Context: an optimization exercise on an open-source flow, tuned for small area and a short achievable clock period. The choices shown serve that exercise and are no tape-out recipe. No functional check of the RTL was part of any run shown here. Power and IR drop assume default switching activity.

==> flow/design.v (outline; a module is shown in full before it is edited, if it fits) <==
// module alu: 64 lines
// module mul_cs: 892 lines
// module csa_fa: 4 lines
// module csa_fx: 4 lines
// module csa_x2: 3 lines
// module csa_xn: 3 lines
// module pfx_add: 255 lines
module alu #(parameter DATA_WIDTH = 32, OP = 3)
(
    input wire start,
    input wire clk,
    input wire reset_n,
    input wire [DATA_WIDTH - 1 : 0] A,
    input wire [DATA_WIDTH - 1 : 0] B,
    input wire [OP - 1 : 0] op,
    output wire [DATA_WIDTH - 1 : 0] result,
    output reg done
);
  // ...
==> flow/run.sh <==
#!/bin/bash
# synth_recipe.tcl (not shown) runs the flow's synth.tcl, then flattens the netlist and writes it again
# the make line also repeats each setting of config.mk as NAME=value (left out here)
make -C /OpenROAD-flow-scripts/flow DESIGN_CONFIG=/design/flow/config.mk WORK_HOME=/design/flow/orfs CLKGATE_MAP_FILE= SYNTH_SCRIPT=/design/flow/synth_recipe.tcl finish
==> flow/config.mk <==
export PLATFORM = sky130hd
export DESIGN_NAME = alu
export DESIGN_NICKNAME = alu
export VERILOG_FILES = /design/flow/design.v
export SDC_FILE = /design/flow/constraint.sdc
export NUM_CORES = 4
export LEC_CHECK = 0
export CAP_MARGIN = 20
export CORE_MARGIN = 2
export CORE_UTILIZATION = 45
export SETUP_SLACK_MARGIN = 4.5
export SLEW_MARGIN = 20
export SYNTH_HIERARCHICAL = 1
export SYNTH_MINIMUM_KEEP_SIZE = 0
==> flow/constraint.sdc <==
create_clock -name core_clock -period 9.5 [get_ports {clk}]
set_input_delay 1.9000 -clock core_clock [delete_from_list [all_inputs] [get_ports {clk}]]
set_output_delay 1.9000 -clock core_clock [all_outputs]
set_load 0.01 [all_outputs]
==> impl_metrics.toml, run 1 <==
[drt]
avgRoutedWirePerCell_um = 25.91
drtPass1Iterations = 13

[synthesis]
syn_inst = 1919
synth_common_cells = "375 x xnor2_1, 203 x a22oi_1, 198 x fa_1"
synth_flop_cell = "dfxtp_1"
yosys_warnings = 7
ys_seq_elements = 150

[cts]
cts_tree = "yes"
htreeDepth = 4
post_cts_buffers = 7

[grt]
first_global_vias = 15688

[power_and_ir_drop]
pwr.group.clock_w = 0.000737
ir_drop_uv = 549.0
p_leak_nw = 7.439
p_total_w = 0.008548

[sta]
tns_ns = 0
skew_ns = 0.02349
hold_violations = 0
clock.fmax_mhz = 193.8

[critical_path]
crit_path_start_kind = "flip-flop"
cp.depth = 12
crit_slowest_cell = "fa_2"

[run_status]
status = "complete, no violations"

[hold_path]
hold_path.startpoint = "done_reg$_DFF_PN0_"

[final_layout]
area_share_nonclk_buffers_pct = 7.114
top_regs = "a_r (32), x_r (32), y_r (32)"
fin_nets = 2221

[place]
io_buffers = 102

[die]
die_w_um = 208.5
die_h_um = 208.5
==> run 2, diff against run 1 <==
--- a/flow/config.mk
+++ b/flow/config.mk
@@ -10,3 +10,3 @@
 export CORE_UTILIZATION = 45
-export SETUP_SLACK_MARGIN = 4.5
+export SETUP_SLACK_MARGIN = 5
 export SLEW_MARGIN = 20
==> run 2 against run 1 <==
  * Still clean on timing, DRC and antenna
  * Clock power down 4.3%
  * Sequential share of layout area down 0.12 points
  * Global-route usage up 0.31 points
  * Combinational power up 0.9%
  * Die area unchanged
  * Routed wire length up 0.34%
  * Power up 0.60%
  * Critical endpoint is now result[30]
  * Largest cell class unchanged
  * Largest power group unchanged
==> impl_metrics.toml, run 2 <==
[run_status]
status = "complete, no violations"

[critical_path]
path_buf_inv = 2
path_delay_family = "compound AO/OA/AOI/OAI gates"
cpPeakStageDelay_ns = 0.40
cp_common_cell = "fa_2"
worstReg2RegStart = "bone_r[7]$_DFF_P_"
rrSetupSlack_ns = 5.08
worstPathArrival_ns = 3.21
crit_path_start_kind = "flip-flop"
worstSetupPathType = "flip-flop to output port"
cp.required_ns = 7.60
crit_slowest_cell = "fa_2"
reg2reg_to = "x_r[31]$_DFF_P_"
cp.depth = 11
worstSetupEndpoint = "result[30]"
critPathMaxFanout = 3
endpoint_kind = "output port"
path_cells = "fa_2, fa_2, a21o_1, a221o_2, o211ai_4, o211a_1, buf_6, nor4_4, a211oi_2, a221oi_2, buf_2"
worstRegToRegCells = 10
crit_path_start = "y_r[0]$_DFF_P_"

[sta]
fin_crit_sh_pct = 53.75
max-slew-margin-rel_pct = 28.20
whs_ns = 0.3540
tns_ns = 0
worst-slew-pin-transition_ns = 1.077
clock.fmax_mhz = 195.8
skew_ns = 0.01394
setup_viol = 0
rsz0062_at_grt = "true"
slew_violations = 0
min_period_ns = 5.106
hold_violations = 0

[drt]
via_per_inst = 6.271
drc_errors = 0
drt-total-wl_mm = 62.55
drtPass1Iterations = 6
postRouteAntennaNets = 0
avgRoutedWirePerCell_um = 25.85
dr_total_vias = 15177
drtIter0Drc = 1659

[synthesis]
ys_seq_elements = 150
synth_common_cells = "375 x xnor2_1, 203 x a22oi_1, 198 x fa_1"
syn_inst = 1919
yosysTopAreaCell = "fa_1"
synth_top_area_share_pct = 21.06
synth_cell_types = 68
synth_flop_cell = "dfxtp_1"
synth_area_leaders = "fa_1 21%, xnor2_1 17%, dfxtp_1 16%"
synth_most_common_cell = "xnor2_1"
netlist_area_um2 = 18820
postSynth.asyncResetShare_pct = 1.333
synth_nets = 2279
yosysSeqAreaShare_pct = 16.01
postSynthAreaPerCell_um2 = 9.808
yosys_warnings = 7
synth_edf_count = 0

[cts]
htreeDepth = 4
clkSlewWorstSetupHoldPaths_ns = 0.07
clockBufferDepth = 2
cts_num_sinks = 150
cts_tree = "yes"
clkLatencyLatePin_ns = 0.48
cts_made_buffers = 17
root_buffer = "clkbuf_16"

[place]
io_buffers = 102
gp_congestion = 0.8971
dp_hpwl_mm = 40.82

[power_and_ir_drop]
p_total_w = 0.008599
ir_drop_uv = 548.7
p_leak_nw = 7.508
p_per_area_nw_per_um2 = 420.0

[die]
die_area_um2 = 43480
ios = 103
rows = 74
die_h_um = 208.5
start_util_pct = 45.89
core_um2 = 41020
die_w_um = 208.5

[final_layout]
top_regs = "a_r (32), x_r (32), y_r (32)"
num-fill-cells = 3812
fin_nets = 2235
multi_input_area_um2 = 14320
ff_latch_area_um2 = 3054
layout.cells.most_common = "xnor2_1"
diodes = 0
drive_gt1_share_pct = 17.43
layout_common_cells = "373 x xnor2_1, 203 x a22oi_1, 196 x fa_1, 121 x dfxtp_1, 102 x a21oi_1"
synthToLayoutAreaGrowth_pct = 8.781

[grt]
grt_pass1_wl_mm = 94.80
grt_usage_pct = 28.78
overflow = 0
antenna_found_initial = 1
first_global_vias = 15451
grt_max_degree = 39

[flow_run]
maxCapViolCount = 0

[hold_path]
hold_class = "flip-flop to flip-flop"
-- run 2: area by class of cell --
class	instances	area share, %
clock buffers	17	2.078
clock inverters	15	0.7944
inverters	74	1.357
multi-input cells	1459	69.96
flip-flops and latches	150	14.92
well taps	532	3.251
repair buffers	173	7.645
-- run 2: routing by layer --
| layer | vias up | wire length, um | part of all wire [%] | global-route usage (%) |
|---|---|---|---|---|
| li1 | 6486 | - | - | - |
| met3 | 219 | 5928 | 9.5 | 6.219 |
| met5 | - | 12 | 0.019 | 0 |
| met2 | 940 | 28660 | 46 | 46.11 |
| met1 | 7530 | 25060 | 40 | 37.19 |
| met4 | 2 | 2886 | 4.6 | 13.22 |
-- run 2: Yosys stat by module (local to each module, per instance) --
module | area (um^2) | flops+latches | cells | copies in the design
alu | 6436 | 150 | 651 | 1
csa_xn | 8.758 | 0 | 1 | 58
mul_cs | 6198 | 0 | 776 | 1
pfx_add | 1755 | 0 | 238 | 1
csa_fa | 20.02 | 0 | 1 | 196
-- run 2: through the flow --
step	instances	cell area [um^2]	setup WS (ns)	util, %
after CTS	2410	20220	4.330	49.30
after floorplan	1919	18830	5.044	-
final	2420	20470	4.394	49.92
after global placement	2360	19280	4.273	47.01
after detailed placement	2361	19300	4.262	47.04
after global routing	2420	20470	4.254	49.92
-- run 2: logic make-up after synthesis --
logic type	after synthesis	synth area share (%)
adder cells (fa/ha/maj)	290	27.18
AO/OA/AOI/OAI	561	22.99
other	1	0.01992
XOR/XNOR	393	18.37
buffers and inverters	310	9.878
flip-flops	150	16.01
AND/OR/NAND/NOR	214	5.557
-- run 2: worst min-delay path by stage --
stage	from	end	slack, ns	depth (start not counted)
after floorplan	done_reg$_DFF_PN0_	done$_DFF_PN0_	0.33	0
after global placement	done_reg$_DFF_PN0_	done$_DFF_PN0_	0.34	0
after detailed placement	done_reg$_DFF_PN0_	done$_DFF_PN0_	0.34	0
after CTS	done_reg$_DFF_PN0_	done$_DFF_PN0_	0.36	0
after global routing	done_reg$_DFF_PN0_	done$_DFF_PN0_	0.36	0
final	done_reg$_DFF_PN0_	done$_DFF_PN0_	0.35	0
-- run 2: report_power, final --
part | switching (W) | internal, W | leakage, nW | total (W)
sequential | 0.000144 | 0.000747 | 1.27 | 0.000891
combinational | 0.00362 | 0.00339 | 5.97 | 0.00700
clock | 0.000334 | 0.000371 | 0.276 | 0.000705
-- run 2: what timing repair did --
action / 4_1_cts / 5_1_grt
buffers inserted: 17 / 10
cloned: 0 / 0
hold buffers: 0 / 0
endpoints found under the setup margin: 34 / 30
pin swaps: 26 / 18
resized for setup: 142 / 67

## re-timing with driven ports
Ports are ideal in the flow. The routed layouts listed here were re-timed in OpenROAD.
Step 1, drivers: a clkbuf_16 drives clk and a buf_2 each remaining input, both assumed.
Step 2 also shifts input and output timing later by t, the mid clock arrival at the registers, as if the neighbouring blocks saw the same clock.
a / b / c = no drivers / after step 1 / after step 2; a / b = the first two.
| run | t, ns | slack for setup (ns) | worst hold slack (ns) | clock arrival spread, ns | pins driven straight from the clock port |
|---|---|---|---|---|---|
| run 1 | 0.513 | 4.340 / 4.285 / 4.691 | 0.358 / 0.358 / 0.358 | 0.024 / 0.024 | 1 |
| run 2 | 0.525 | 4.394 / 4.338 / 4.863 | 0.354 / 0.354 / 0.354 | 0.014 / 0.014 | 1 |
After both steps setup and hold are still met in every run listed.
